Source: an optimization exercise on an open RTL-to-GDS flow (aim: small area and a short achievable clock period). Production flows keep margins and buffers that such runs may drop. Function was checked by simulation only, so behaviour that the tests miss may differ from the original. Power is estimated from default activity; no workload was simulated. The clock port is modelled as an ideal driver; clocking choices that lean on that would not hold on a real chip.

==> module fifo, before the edit <==
module fifo(
  input clk,rst,wr_en,rd_en,
  input [7:0] buf_in,
  output reg [7:0]buf_out,
  output buf_empty,
  output reg buf_full,
  output reg [6:0] fifo_counter
);
  reg [7:0] buf_mem[63:0];
  reg [7:0] rsel_lo0, rsel_lo1;   
  reg not_empty;
  assign buf_empty = ~not_empty;
  wire wr_acc = wr_en & ~buf_full;
  wire rd_acc = rd_en & not_empty;
  wire inc = wr_acc & ~rd_acc;
  wire dec = rd_acc & ~wr_acc;
  integer i;
  always @(posedge clk) begin
    if (wr_acc) begin
      buf_mem[1] <= buf_in;
      for (i = 2; i < 64; i = i + 1)
        buf_mem[i] <= buf_mem[i-1];
      buf_mem[0] <= buf_mem[63];
    end
  end
  wire [7:0] rsel_hi;
  fifo_dec3 u_hi (.a(fifo_counter[5:3]), .y(rsel_hi));
  wire [7:0] out_next;
  wire rd_hold_n = ~rd_acc;
  genvar gg, kk, bb;
  generate
    for (bb = 0; bb < 8; bb = bb + 1) begin : g_bit
      wire [7:0] grp;   
      wire [7:0] n;     
      wire [3:0] m;
      wire [1:0] k;
      wire h;           
      for (gg = 0; gg < 8; gg = gg + 1) begin : g_grp
        wire [7:0] lo = (gg < 4) ? rsel_lo0 : rsel_lo1;
        fifo_sel8 u_s (
          .d({buf_mem[8*gg+7][bb], buf_mem[8*gg+6][bb], buf_mem[8*gg+5][bb], buf_mem[8*gg+4][bb],
              buf_mem[8*gg+3][bb], buf_mem[8*gg+2][bb], buf_mem[8*gg+1][bb], buf_mem[8*gg][bb]}),
          .s(lo), .y(grp[gg]));
        fifo_nand3 u_n (.a(grp[gg]), .b(rsel_hi[gg]), .c(rd_acc), .y(n[gg]));
      end
      for (kk = 0; kk < 4; kk = kk + 1) begin : g_m
        fifo_nand2 u_m (.a(n[2*kk]), .b(n[2*kk+1]), .y(m[kk]));
      end
      for (kk = 0; kk < 2; kk = kk + 1) begin : g_k
        fifo_nor2 u_k (.a(m[2*kk]), .b(m[2*kk+1]), .y(k[kk]));
      end
      fifo_nand2 u_h (.a(buf_out[bb]), .b(rd_hold_n), .y(h));
      fifo_nand3 u_o (.a(k[0]), .b(k[1]), .c(h), .y(out_next[bb]));
    end
  endgenerate
  always @(posedge clk or posedge rst) begin
    if (rst)
      buf_out <= 8'd0;
    else
      buf_out <= out_next;
  end
  wire [6:0] cnt_up = fifo_counter + 7'd1;
  wire [6:0] cnt_dn = fifo_counter - 7'd1;
  always @(posedge clk or posedge rst) begin
    if (rst) begin
      fifo_counter <= 7'd0;
      rsel_lo0 <= 8'h01;
      rsel_lo1 <= 8'h01;
      not_empty <= 1'b0;
      buf_full <= 1'b0;
    end else begin
      if (inc) begin
        fifo_counter <= cnt_up;
        rsel_lo0 <= {rsel_lo0[6:0], rsel_lo0[7]};
        rsel_lo1 <= {rsel_lo1[6:0], rsel_lo1[7]};
      end else if (dec) begin
        fifo_counter <= cnt_dn;
        rsel_lo0 <= {rsel_lo0[0], rsel_lo0[7:1]};
        rsel_lo1 <= {rsel_lo1[0], rsel_lo1[7:1]};
      end
      buf_full  <= buf_full ? ~rd_en : (fifo_counter == 7'd63) & wr_en & ~rd_en;
      not_empty <= not_empty ? ~((fifo_counter == 7'd1) & rd_en & ~wr_en) : wr_en;
    end
  end
endmodule
==> module fifo_dec3, before the edit <==
module fifo_dec3(
  input [2:0] a,
  output [7:0] y
);
  assign y = 8'd1 << a;
endmodule
Settings: LEC_CHECK=0, CAP_MARGIN=20, CORE_MARGIN=2, CORE_UTILIZATION=40, SETUP_SLACK_MARGIN=1.55, SLEW_MARGIN=20, SYNTH_HIERARCHICAL=1, SYNTH_MINIMUM_KEEP_SIZE=0; clock period 3.3 ns.
standard.sh (not shown) runs the stock make flow with config.mk's settings and CLKGATE_MAP_FILE= SYNTH_SCRIPT=/design/flow/synth_recipe.tcl, a recipe that flattens the netlist after the stock synthesis.
==> flow/flow/run.sh <==
#!/bin/bash
# Standard ORFS layout, with plain buffers on the ports, resizing not limited
# to each cell's footprint, and larger clock-tree sink clusters.
set -euo pipefail
bash standard.sh MATCH_CELL_FOOTPRINT=0 \
  "BUFFER_PORTS_ARGS=-buffer_cell sky130_fd_sc_hd__buf_4" \
  "CTS_ARGS=-sink_clustering_enable -repair_clock_nets -dont_use_dummy_load -sink_clustering_size 30 -sink_clustering_max_diameter 100" \
  finish > flow.log 2>&1
The first run passed the timing, design-rule and antenna checks.
Edit:
--- a/flow/design.v
+++ b/flow/design.v
@@ -5,28 +5,26 @@
   output buf_empty,
   output reg buf_full,
   output reg [6:0] fifo_counter
 );
   reg [7:0] buf_mem[63:0];
-  reg [7:0] rsel_lo0, rsel_lo1;   
+  reg [7:0] rsel_lo0, rsel_lo1, rsel_lo2, rsel_lo3;   
+  reg [7:0] rsel_hi;                                  
   reg not_empty;
   assign buf_empty = ~not_empty;
   wire wr_acc = wr_en & ~buf_full;
   wire rd_acc = rd_en & not_empty;
   wire inc = wr_acc & ~rd_acc;
   wire dec = rd_acc & ~wr_acc;
   integer i;
   always @(posedge clk) begin
     if (wr_acc) begin
-      buf_mem[1] <= buf_in;
-      for (i = 2; i < 64; i = i + 1)
+      buf_mem[0] <= buf_in;
+      for (i = 1; i < 64; i = i + 1)
         buf_mem[i] <= buf_mem[i-1];
-      buf_mem[0] <= buf_mem[63];
     end
   end
-  wire [7:0] rsel_hi;
-  fifo_dec3 u_hi (.a(fifo_counter[5:3]), .y(rsel_hi));
   wire [7:0] out_next;
   wire rd_hold_n = ~rd_acc;
   genvar gg, kk, bb;
   generate
     for (bb = 0; bb < 8; bb = bb + 1) begin : g_bit
@@ -34,11 +32,11 @@
       wire [7:0] n;     
       wire [3:0] m;
       wire [1:0] k;
       wire h;           
       for (gg = 0; gg < 8; gg = gg + 1) begin : g_grp
-        wire [7:0] lo = (gg < 4) ? rsel_lo0 : rsel_lo1;
+        wire [7:0] lo = (gg < 2) ? rsel_lo0 : (gg < 4) ? rsel_lo1 : (gg < 6) ? rsel_lo2 : rsel_lo3;
         fifo_sel8 u_s (
           .d({buf_mem[8*gg+7][bb], buf_mem[8*gg+6][bb], buf_mem[8*gg+5][bb], buf_mem[8*gg+4][bb],
               buf_mem[8*gg+3][bb], buf_mem[8*gg+2][bb], buf_mem[8*gg+1][bb], buf_mem[8*gg][bb]}),
           .s(lo), .y(grp[gg]));
         fifo_nand3 u_n (.a(grp[gg]), .b(rsel_hi[gg]), .c(rd_acc), .y(n[gg]));
@@ -62,34 +60,37 @@
   wire [6:0] cnt_up = fifo_counter + 7'd1;
   wire [6:0] cnt_dn = fifo_counter - 7'd1;
   always @(posedge clk or posedge rst) begin
     if (rst) begin
       fifo_counter <= 7'd0;
-      rsel_lo0 <= 8'h01;
-      rsel_lo1 <= 8'h01;
+      rsel_lo0 <= 8'h80;
+      rsel_lo1 <= 8'h80;
+      rsel_lo2 <= 8'h80;
+      rsel_lo3 <= 8'h80;
+      rsel_hi <= 8'h80;
       not_empty <= 1'b0;
       buf_full <= 1'b0;
     end else begin
       if (inc) begin
         fifo_counter <= cnt_up;
         rsel_lo0 <= {rsel_lo0[6:0], rsel_lo0[7]};
         rsel_lo1 <= {rsel_lo1[6:0], rsel_lo1[7]};
+        rsel_lo2 <= {rsel_lo2[6:0], rsel_lo2[7]};
+        rsel_lo3 <= {rsel_lo3[6:0], rsel_lo3[7]};
+        if (rsel_lo0[7]) rsel_hi <= {rsel_hi[6:0], rsel_hi[7]};
       end else if (dec) begin
         fifo_counter <= cnt_dn;
         rsel_lo0 <= {rsel_lo0[0], rsel_lo0[7:1]};
         rsel_lo1 <= {rsel_lo1[0], rsel_lo1[7:1]};
+        rsel_lo2 <= {rsel_lo2[0], rsel_lo2[7:1]};
+        rsel_lo3 <= {rsel_lo3[0], rsel_lo3[7:1]};
+        if (rsel_lo0[0]) rsel_hi <= {rsel_hi[0], rsel_hi[7:1]};
       end
       buf_full  <= buf_full ? ~rd_en : (fifo_counter == 7'd63) & wr_en & ~rd_en;
       not_empty <= not_empty ? ~((fifo_counter == 7'd1) & rd_en & ~wr_en) : wr_en;
     end
   end
-endmodule
-module fifo_dec3(
-  input [2:0] a,
-  output [7:0] y
-);
-  assign y = 8'd1 << a;
 endmodule
 module fifo_sel8(
   input [7:0] d,
   input [7:0] s,
   output y
The new run ran to the end with no violations.
Count of clock-buffer cells in the layout does not change.
Final area climbs by 5.5%.
Power rises by 1.7%.
Clock skew came out lower by 44 ps.
Area after synthesis increases by 5.3%.
Sequential power goes up by 3.7%.
Global-route usage decreases by 0.60 points.
Routed wire length came out higher by 6.6%.
Hold slack gets worse by 170 ps.
Worst setup slack got worse by 100 ps.

static timing again, ports no longer ideal:
No port has a modelled driver above. Below, the same layouts with a new extraction and two added sets of constraints.
Step 1, drivers: a clkbuf_16 drives clk and a buf_2 each remaining input, both assumed.
Step 2 times the ports against the registers' clock, not the clock port: input delays grow and output delays shrink by t, the midpoint of the rising clock arrivals with the driver on.
a / b / c = ideal / step 1 / step 2; a / b = the first two.
| run | shift t [ns] | slack for setup (ns) | hold WS [ns] | slew at the worst register clock pin (ns) |
|---|---|---|---|---|
| the first run | 0.586 | 1.472 / 1.419 / 1.120 | 0.188 / 0.156 / 0.388 | 0.12 / 0.12 |
| the second run | 0.613 | 1.372 / 1.372 / 1.026 | 0.019 / -0.010 / 0.455 | 0.12 / 0.12 |
After both steps setup and hold are still met in every run listed. For the first run, which loses most, drivers alone change the setup slack by -0.053 ns; drivers and shift together by -0.352 ns.
